Source: an optimization exercise on an open RTL-to-GDS flow (aim: small area). Production flows keep margins and buffers that such runs may drop.
The RTL was checked by simulation tests, not by an equivalence proof against the original design.
Power figures rest on the tool's default switching activity, not on a simulated workload.

===== design.v =====
`timescale 1ns / 1ps
module clock_div  #(
	parameter int COUNT_VAL = 1)(
    input logic clock,
    input logic reset,
    output logic div_clock,
    output logic tick
    );
logic [$clog2(COUNT_VAL):0] count;
localparam COUNT_VAL_n = COUNT_VAL / 2;
assign tick = (count == COUNT_VAL_n - 1) && (div_clock == 1'b0);
always_ff @(posedge clock or posedge reset)
    begin
        if(reset) begin
           count <= 'b0;
           div_clock <= 'b0;
         end
         else if (count == COUNT_VAL_n -1) begin
           count <= 'b0;
           div_clock <= ~div_clock;
         end
         else begin
           count <= count +1;
           div_clock <= div_clock; 
         end
    end
endmodule
`timescale 1ns / 1ps
module vga_controller #( 
    parameter h_actv_pixel = 640,
    parameter h_sync_pulse = 96,
    parameter h_back_porch = 48,
    parameter h_front_porch = 16,
    parameter h_sync_pol = 0,
    parameter v_actv_pixel = 480,
    parameter v_sync_pulse = 2,
    parameter v_back_porch = 33,
    parameter v_front_porch = 10,
    parameter v_sync_pol = 0    
)(
    input logic clk,    
    input logic ce,     
    input logic reset,  
    output logic h_sync,  
    output logic v_sync,  
    output logic [11:0] h_counter_out,  
    output logic [11:0] v_counter_out,  
    output logic disp_enable   
    );
    localparam v_tot_pixel = v_sync_pulse + v_back_porch + v_actv_pixel + v_front_porch;
    localparam h_tot_pixel = h_sync_pulse + h_back_porch + h_actv_pixel + h_front_porch;
    localparam beg_of_v_sync = v_actv_pixel + v_front_porch ;
    localparam end_of_v_sync = v_sync_pulse + v_actv_pixel + v_front_porch -1 ;
    localparam beg_of_h_sync = h_actv_pixel + h_front_porch ;
    localparam end_of_h_sync = h_sync_pulse + h_actv_pixel + h_front_porch -1 ;
    logic [11:0]  v_counter;
    logic [11:0]  h_counter;
    always_ff @(posedge clk or  posedge reset )begin
        if (reset)begin     
            v_counter <= 0;  
            h_counter <= 0;
            h_sync <= ~h_sync_pol;
            v_sync <= ~v_sync_pol;
            h_counter_out <= 0;
            v_counter_out <= 0;
        end
        else if (ce) begin
            h_counter_out <= h_counter;
            v_counter_out <= v_counter;
            if (h_counter < (h_tot_pixel-1))begin
                h_counter <= h_counter + 1 ;
            end
            else begin
                h_counter <= 0;
                if (v_counter < (v_tot_pixel -1))
                    v_counter <= v_counter + 1 ;
                else 
                    v_counter <= 0;
            end
            if(h_counter >= beg_of_h_sync && h_counter <= end_of_h_sync)begin
                h_sync <= h_sync_pol; 
            end           
            else begin
                h_sync <= ~h_sync_pol;
            end
            if (v_counter >= beg_of_v_sync && v_counter <= end_of_v_sync)
                v_sync <= v_sync_pol;
            else
                v_sync <= ~v_sync_pol;
        end
    end 
    always_ff @(posedge clk or  posedge reset)begin
        if(reset)begin
            disp_enable <= 0;
        end
        else if (ce) begin
            if ((v_counter <= v_actv_pixel-1) & (h_counter <= h_actv_pixel-1) )
                disp_enable <= 1;
            else 
                disp_enable <= 0; 
            end
    end
endmodule
`timescale 1ns / 1ps
module line_drawer(
    input logic [11:0] nx0,ny0,nx1,ny1,
    input logic  disp_en,
    input logic [11:0] v_cntr,
    input logic [11:0] h_cntr,
    input logic clk,
    input logic ce,
    input logic rst, 
    input logic Vsync,
    output logic [11:0] y, x
    );
    logic [11:0] x0;
    logic [11:0] y0;
    logic [11:0] x1;
    logic [11:0] y1;
    logic [11:0] n,w;
    logic [11:0] w0,n0,w1,n1;
    localparam logic [1:0] set_drawer = 2'd0;
    localparam logic [1:0] loop_drawer = 2'd1;
    localparam logic [1:0] low_high = 2'd2;
    localparam logic [1:0] reset_state = 2'd3;
    logic [1:0] drw_s;  
    logic [11:0] dw,dn;
    int  D;
    localparam int offset_D = 32'hffff;
    logic [11:0] w_cntr;
    logic low_or_high;   
    logic n_dir ; 
    always_ff @(posedge clk or posedge rst)begin
            if(rst)begin
                x0 <= 12'd2;
                y0 <= 12'd7;
                x1 <= 12'd9;
                y1 <= 12'd2;
                w0 <= 'd0;
                n0 <= 'd0;
                w1 <= 'd0;
                n1 <= 'd0;
                n <= 'd0;
                w <= 'd0;
                dw <= 'd0;
                dn <= 'd0;
                D <= 0;
                n_dir <= 1'b0;
                low_or_high <= 1'b0;
                x <= 12'hfff;
                y <= 12'hfff;
                w_cntr <= 'd0;
                drw_s <= low_high;
            end 
            else if (ce) begin
                case(drw_s) 
                    low_high:begin
                                if(x0 >  x1 && y0 > y1 )begin
                                    if((x0 - x1) > (y0 - y1))begin
                                        low_or_high <= 1'b1 ;
                                    end
                                    else begin
                                        low_or_high <= 1'b0 ;
                                    end
                                end
                                else if(x0 >  x1 && y0 < y1 )begin
                                    if((x0 - x1) > (y1 - y0))begin
                                        low_or_high <= 1'b1 ;
                                    end
                                    else begin
                                        low_or_high <= 1'b0 ;
                                    end
                                end
                                else if(x0 <  x1 && y0 > y1 )begin
                                    if((x1 - x0) > (y0 - y1))begin
                                        low_or_high <= 1'b1 ;
                                    end
                                    else begin
                                        low_or_high <= 1'b0 ;
                                    end
                                end
                                else if(x0 <  x1 && y0 < y1 )begin
                                    if((x1 - x0) > (y1 - y0))begin
                                        low_or_high <= 1'b1 ;
                                    end
                                    else begin
                                        low_or_high <= 1'b0 ;
                                    end
                                end 
                                drw_s <= set_drawer;                                                                                            
                            end
                    set_drawer:begin
                                    if(low_or_high == 1'b1)begin  
                                        if(x0 > x1)begin 
                                            {w0, n0, w1, n1} <= {x1,y1,x0,y0}; 
                                            dw <= x0 - x1;
                                            if(y0 > y1) begin
                                                dn <= y0 - y1;
                                                D <= 2*(y0 - y1) - (x0 - x1) + offset_D; 
                                                n_dir <= 1'b0;  
                                            end
                                            else begin
                                                dn <= y1 - y0;
                                                D <= 2*(y1 - y0) - (x0 - x1) + offset_D; 
                                                n_dir <= 1'b0;  
                                            end
                                            n <= y1;
                                            w <= x1; 
                                            w_cntr <= 'd0;
                                            drw_s <= loop_drawer;
                                        end
                                        else begin
                                            {w0, n0, w1, n1} <= {x0,y0,x1,y1}; 
                                            dw <= x1 - x0;
                                            if(y1 > y0) begin
                                                dn <= y1 - y0;
                                                D <= 2*(y1 - y0) - (x1 - x0) + offset_D;
                                                n_dir <= 1'b1;  
                                            end
                                            else begin
                                                dn <= y0 - y1;
                                                D <= 2*(y0 - y1) - (x1 - x0) + offset_D;
                                                n_dir <= 1'b0;  
                                            end
                                            n <= y0;
                                            w <= x0; 
                                            w_cntr <= 'd0;
                                            drw_s <= loop_drawer;
                                        end
                                    end
                                    else begin     
                                        if(y0 > y1)begin 
                                           {w0, n0, w1, n1} <= {y1,x1,y0,x0}; 
                                           dw <= y0 - y1; 
                                           if(x0 > x1) begin
                                               dn <= x0 - x1;
                                               n_dir <= 1'b0;  
                                               D <= 2*(x0 - x1) - (y0 - y1) + offset_D;
                                           end
                                           else begin
                                               dn <= x1 - x0;
                                               n_dir <= 1'b1;  
                                               D <= 2*(x1 - x0) - (y0 - y1) + offset_D;
                                           end
                                           n <= x0;
                                           w <= y1; 
                                           w_cntr <= 'd0;
                                           drw_s <= loop_drawer;
                                        end
                                        else begin  
                                            {w0, n0, w1, n1} <= {y0,x0,y1,x1}; 
                                            dw <= y1 - y0;
                                            if(x0 > x1) begin
                                              dn <= x0 - x1;
                                              n_dir <= 1'b0;  
                                              D <= 2*(x0 - x1) - (y1 - y0) + offset_D;
                                            end
                                            else begin
                                              dn <= x1 - x0;
                                              n_dir <= 1'b1;  
                                              D <= 2*(x1 - x0) - (y1 - y0) + offset_D;
                                            end
                                            n <= x0;
                                            w <= y0; 
                                            w_cntr <= 'd0;
                                            drw_s <= loop_drawer;
                                        end
                                    end
                                end
                    loop_drawer:begin
                                    if(low_or_high == 1'b1)
                                        {x,y} <= {w,n};
                                    else
                                        {x,y} <= {n,w};
                                    if(  (low_or_high == 1'b1) && (h_cntr +1 == w0 + w_cntr) ||    ((low_or_high == 1'b0) && (v_cntr == w0 + w_cntr && h_cntr > n ) ))begin  
                                        w_cntr <= w_cntr + 1;  
                                        w <= w + 1;
                                        if( D > (12'd0 + offset_D) )begin   
                                            if(n_dir == 1'b0)begin 
                                                n <= n - 1;
                                            end
                                            if(n_dir == 1'b1)begin 
                                                n <= n + 1; 
                                            end
                                            D <= D - 2*dw  + 2*dn;
                                        end
                                        else begin
                                        D <= D + 2*dn;
                                        end
                                    end 
                                    if(((low_or_high == 1'b1) && (w_cntr + w0 == w1)) ||    ((low_or_high == 1'b0) && (w_cntr + w0 == w1+1))) begin  
                                        w_cntr <= 'd0; 
                                        n <= n0;
                                        w <= w0;
                                        drw_s <= set_drawer;   
                                    end
                                end
                endcase        
                if(x0 != nx0 || y0 != ny0 || x1 != nx1 || y1 != ny1)begin
                    {x0, y0, x1, y1} <= {nx0, ny0, nx1, ny1};
                    drw_s <= low_high;
                end
            end
        end
endmodule
`timescale 1ns / 1ps
module drawing_line_top(
    input logic clk,
    input logic rst,
    output logic Hsync,
    output logic Vsync,
    output logic [3:0] vgaRed,
    output logic [3:0] vgaGreen,
    output logic [3:0] vgaBlue,
    input logic [11:0] x0,y0,x1,y1,
    output logic disp_en,
    output logic vga_clk,
    output logic [11:0] v_cntr, h_cntr
    );
    logic  vga_clk_buff;
    logic  vga_ce;
    clock_div#(4) vga_clk_mod(.clock(clk), .reset(rst), .div_clock(vga_clk_buff), .tick(vga_ce) ); 
    logic [11:0] v_cntr_buff, h_cntr_buff;
    logic Hsync_buff, Vsync_buff, disp_en_buff;   
    vga_controller#(
         .h_actv_pixel(50), 
         .h_sync_pulse(2),
         .h_back_porch(1),
         .h_front_porch(3),
         .h_sync_pol(0),
         .v_actv_pixel(60),
         .v_sync_pulse(1),
         .v_back_porch(1),
         .v_front_porch(1),
         .v_sync_pol(0)
    ) vgatxt(.clk(clk), .ce(vga_ce), .reset(rst), .h_sync(Hsync_buff), .v_sync(Vsync_buff), .h_counter_out(h_cntr_buff), .v_counter_out(v_cntr_buff), .disp_enable(disp_en_buff));
    logic [11:0] pix_y,pix_x;  
    line_drawer drw1(.nx0(x0), .nx1(x1),.disp_en(disp_en_buff), .rst(rst), .Vsync(Vsync_buff), .ny0(y0), .ny1(y1), .v_cntr(v_cntr_buff), .h_cntr(h_cntr_buff), .clk(clk), .ce(vga_ce), .y(pix_y), .x(pix_x)); 
    logic [3:0] red_r, green_r, blue_r;  
    assign {vgaRed, vgaGreen, vgaBlue} = {red_r, green_r, blue_r}; 
    always_ff @(posedge clk or posedge rst)begin
        if (rst) begin
            {red_r, green_r, blue_r} <= {4'b0 ,4'b0 , 4'b0};
        end
        else if (vga_ce) begin
            if (( (h_cntr_buff == pix_x && v_cntr_buff == pix_y ))&& disp_en_buff == 1'b1 )begin
                {red_r, green_r, blue_r} <= {4'hf,4'b0,4'b0};
            end  
            else if (disp_en_buff == 1'b1) begin
                {red_r, green_r, blue_r} <= {4'b1111,4'b1111,4'b1111};
            end
            else begin
                {red_r, green_r, blue_r} <= {4'b0 ,4'b0 , 4'b0}; 
            end
        end
    end
    assign vga_clk = vga_clk_buff;
    always_ff @(posedge clk or posedge rst)begin
        if (rst) begin
            v_cntr <= 12'd0;
            h_cntr <= 12'd0;
            Vsync <= 1'b1;
            Hsync <= 1'b1;
            disp_en <= 1'b0;
        end
        else if (vga_ce) begin
            v_cntr <= v_cntr_buff;
            h_cntr <= h_cntr_buff;
            Vsync <= Vsync_buff;
            Hsync <= Hsync_buff;
            disp_en <= disp_en_buff;
        end
    end
endmodule

===== run.sh =====
#!/bin/bash
# synth_recipe.tcl (not shown) runs the flow's synth.tcl, then flattens the netlist and writes it again
# the make line also repeats each setting of config.mk as NAME=value (left out here)
make -C /OpenROAD-flow-scripts/flow DESIGN_CONFIG=/design/flow/config.mk WORK_HOME=/design/flow/orfs CLKGATE_MAP_FILE= SYNTH_SCRIPT=/design/flow/synth_recipe.tcl finish

===== config.mk =====
export PLATFORM = sky130hd
export DESIGN_NAME = drawing_line_top
export DESIGN_NICKNAME = drawing_line_top
export VERILOG_FILES = /design/flow/design.v
export SDC_FILE = /design/flow/constraint.sdc
export NUM_CORES = 4
export LEC_CHECK = 0
export CAP_MARGIN = 20
export CORE_MARGIN = 2
export CORE_UTILIZATION = 40
export SLEW_MARGIN = 20

===== constraint.sdc =====
create_clock -name core_clock -period 10.0 [get_ports {clk}]
set_input_delay 2.0000 -clock core_clock [delete_from_list [all_inputs] [get_ports {clk}]]
set_output_delay 2.0000 -clock core_clock [all_outputs]
set_load 0.01 [all_outputs]

==> results.sh <==
export IMPL_status="finished clean"
export IMPL_drt_total_wl_microns=98300
export IMPL_synthTopCellsByArea="dfrtp_1 (21%), ha_1 (15%), nand2_1 (6.7%)"
export IMPL_grt_max_degree=144
export IMPL_synthDistinctLibCells=92
export IMPL_maxCapViolCount=0
export IMPL_cts_tree="done"
export IMPL_ir_drop_mv=0.110
export IMPL_grt_pass1_wl_microns=152000
export IMPL_clockRootBuffer="clkbuf_16"
export IMPL_grt_total_usage=0.250
export IMPL_synth_fp_nets=4244
export IMPL_post_route_period_util=0.596
export IMPL_vias_per_cell=5.68
export IMPL_hold_violations=0
export IMPL_drive_above_1_share=0.0539
export IMPL_timing_rr_start="drw1.x1[1]$_DFFE_PP0P_"
export IMPL_cts_buffer_depth=3
export IMPL_pre_cts_slack_ps=3940
export IMPL_hold_path_end="Vsync$_DFFE_PP1P_"
export IMPL_synth_edf_count=0
export IMPL_postCtsHoldBufs=0
export IMPL_finalClockSkew_ps=12.7
export IMPL_finalWorstSetupSlack_ps=4040
export IMPL_cp_max_fo=5
export IMPL_post_cts_resized=0
export IMPL_final_cell_mix="nand2_1 (528), ha_1 (363), o21ai_0 (351), nor2_1 (321), a21oi_1 (264)"
export IMPL_antenna_found_initial=3
export IMPL_async_flop_share=1.00
export IMPL_die_w_microns=277
export IMPL_grt_ovfl_total=0
export IMPL_yosys_warnings=4
export IMPL_path_clk_slew_ps=50
export IMPL_end_kind="flop"
export IMPL_die_h_microns=277
export IMPL_dr_pass1_iters=6
export IMPL_path_cells="inv_1, ha_1, nor2b_1, o21ai_0, a21boi_0, o21ai_0, nand2b_1, a21oi_1, o21bai_1, xor2_1, inv_1, ha_1, ha_1, o21a_1, o41ai_1, o21ai_0, a22oi_1, xor2_1, mux2i_1, and3_1, nor4_1, a211oi_1"
export IMPL_mostFrequentLayoutCell="nand2_1"
export IMPL_netlist_top_cell_by_area="dfrtp_1"
export IMPL_power_density_nw_per_um2=173
export IMPL_syn_cell_area_sq_um=29900
export IMPL_ys_seq_area_frac=0.242
export IMPL_ctsHtreeMaxLevel=2
export IMPL_met3_length_microns=5970
export IMPL_timing_slew_headroom=0.265
export IMPL_gp_congestion=0.957
export IMPL_grt_pass1_vias=25500
export IMPL_p_total_w=0.00571
export IMPL_drt_initial_drc_count=2173
export IMPL_dp_hpwl_microns=75100
export IMPL_vias=27200
export IMPL_insertion_delay_ps=580
export IMPL_tns_ps=0
export IMPL_top_layer="met5"
export IMPL_wl_met2_microns=43400
export IMPL_p_leak_nw=15.3
export IMPL_wl_per_cell_microns=20.5
export IMPL_met1_length_microns=45500
export IMPL_hold_path_depth=2
export IMPL_avgSynthCellArea_sq_um=7.87
export IMPL_regArea_sq_um=7260
export IMPL_critPathRequiredTime_ps=10420
export IMPL_dieArea_sq_um=77000
export IMPL_arrival_ps=6380
export IMPL_setup_viol=0
export IMPL_finalMaxSlewViolations=0
export IMPL_hp_start="Vsync$_DFFE_PP1P_"
export IMPL_multi_input_area_sq_um=21100
export IMPL_final_antenna_net_count=0
export IMPL_area_growth_pct=10.5
export IMPL_synth_top_cell_area_share=0.211
export IMPL_io_buffers=89
export IMPL_r2r_end="drw1.D[16]$_DFFE_PP0P_"
export IMPL_pin_count=90
export IMPL_r2r_cells=22
export IMPL_crit_type="reg2reg"
export IMPL_clock_sinks=288
export IMPL_synth_main_ff_cell="dfrtp_1"
export IMPL_rsz0062_at_grt="false"
export IMPL_slowest_delay_ps=810
export IMPL_rows=100
export IMPL_synth_cells=3803
export IMPL_hold_class="reg2reg"
export IMPL_fillers=7521
export IMPL_drc=0
export IMPL_core_area_sq_um=74200
export IMPL_ys_seq_elements=288
export IMPL_numCtsBuffers=38
export IMPL_postCtsSetupRepairBufs=0
export IMPL_ff2ff_setup_slack_ps=4040
export IMPL_start_util=0.403
export IMPL_fmax_ghz=0.168
export IMPL_startpoint_type="flop"
export IMPL_tightestPinTransition_ps=1100
export IMPL_cp_slowest_cell="o41ai_1"
export IMPL_nNetsFinal=4233
export IMPL_period_needed_ps=5960
export IMPL_holdWs_ps=459
sequential cells by signal, indices dropped and copies added, names as in the netlist, 3 cells and up:
register,count
drw1.D,32
drw1.dn,12
drw1.dw,12
drw1.n0,12
drw1.n,12
drw1.w0,12
drw1.w1,12
drw1.w,12
drw1.w_cntr,12
drw1.x0,12
drw1.x1,12
drw1.x,12
drw1.y0,12
drw1.y1,12
drw1.y,12
h_cntr,12
v_cntr,12
vgatxt.h_counter,12
vgatxt.h_counter_out,12
vgatxt.v_counter,12
vgatxt.v_counter_out,12
vga_clk_mod.count,3
worst max-delay path by stage:
stage | start | endpoint | slack [ps] | cells after the start
detailed placement | drw1.y1[1]$_DFFE_PP1P_ | drw1.D[16]$_DFFE_PP0P_ | 3940 | 23
finish | drw1.x1[1]$_DFFE_PP0P_ | drw1.D[16]$_DFFE_PP0P_ | 4040 | 22
floorplan | rst | disp_en$_DFFE_PP0P_ | 110 | 1
CTS | drw1.y1[1]$_DFFE_PP1P_ | drw1.D[16]$_DFFE_PP0P_ | 3910 | 23
global placement | drw1.y1[1]$_DFFE_PP1P_ | drw1.D[16]$_DFFE_PP0P_ | 4100 | 23
global route | drw1.x1[2]$_DFFE_PP0P_ | drw1.D[16]$_DFFE_PP0P_ | 3590 | 21
critical path, delay by kind of cell (launching register included):
kind,cells,cell delay (ps)
buf+inv,2,390
mux,1,80
xor+xnor,2,650
simple gates,4,720
fa+ha+maj,3,1050
compound gates,10,2470
flops,1,440
per-stage QoR:
step | std cells | instance area (sq um) | utilization
floorplan | 3803 | 29900 | -
global placement | 4721 | 31700 | 0.427
detailed placement | 4721 | 31700 | 0.427
CTS | 4791 | 33000 | 0.445
global route | 4793 | 33100 | 0.446
finish | 4793 | 33100 | 0.446
synthesized netlist by cell type (43+ instances only):
library cell and n:
ha_1 363, xor2_1 151, clkbuf_1 130, nand3_1 54, o21ai_0 352, nor3_1 53, a21o_1 75, nand4_1 57
xnor2_1 183, nand2_1 530, nor2_1 324, dfrtp_1 252, mux2i_1 51, inv_1 230, o21a_1 43, a21oi_1 264
a211oi_1 47
where the power goes:
| part | internal, W | switching, W |
|---|---|---|
| Sequential | 0.00118 | 0.0000496 |
| Clock | 0.000924 | 0.000586 |
| Combinational | 0.00117 | 0.00180 |
kinds of logic (layout without fill, tap and decap cells):
kind of cell | count (synthesis) | in the layout | synth area share
AO/OA/AOI/OAI | 1072 | 1072 | 0.222
XOR/XNOR | 336 | 336 | 0.0989
adder cells (fa/ha/maj) | 400 | 400 | 0.174
buffers and inverters | 416 | 435 | 0.0554
flip-flops | 288 | 288 | 0.242
multiplexers | 68 | 68 | 0.0242
other | 0 | 2 | 0
AND/OR/NAND/NOR | 1223 | 1223 | 0.184
per-layer routing:
| metal | vias up | GRT usage |
|---|---|---|
| li1 | 13400 | - |
| met1 | 12800 | 0.352 |
| met2 | 861 | 0.395 |
| met3 | 174 | 0.0303 |
| met4 | 2 | 0.0877 |
| met5 | - | 0 |
final cells by class:
class                           count  share of cell area
Sequential cell                   288               0.219
Timing Repair Buffer              135              0.0378
Clock buffer                       52              0.0328
Multi-Input combinational cell   3099               0.638
Antenna cell                        2            0.000151
Clock inverter                     18             0.00916
Inverter                          230              0.0263
Tap cell                          969              0.0367

==> what the ideal ports hide <==
The results above use ideal ports. As a check the final layout listed here was re-extracted and re-timed, cells and wires unchanged.
Step 1, drivers: a clkbuf_16 drives clk and a buf_2 each remaining input, both assumed.
Step 2, shift: input delay + t, output delay - t, t = (earliest + latest rising clock arrival at the registers) / 2. This alone moves slack from input paths to output paths.
Slacks: no drivers / after step 1 / after step 2; pairs: no drivers / after step 1.
t, ns: 0.631
setup slack, ns: 4.040 / 4.040 / 4.040
worst setup path at the end: register to register
slew at the worst register clock pin (ns): 0.06 / 0.06
worst data-port slew with drivers (ns): 0.09
After both steps this run still meets setup and hold. For this run, drivers alone change the setup slack by 0.000 ns; drivers and shift together by 0.000 ns.
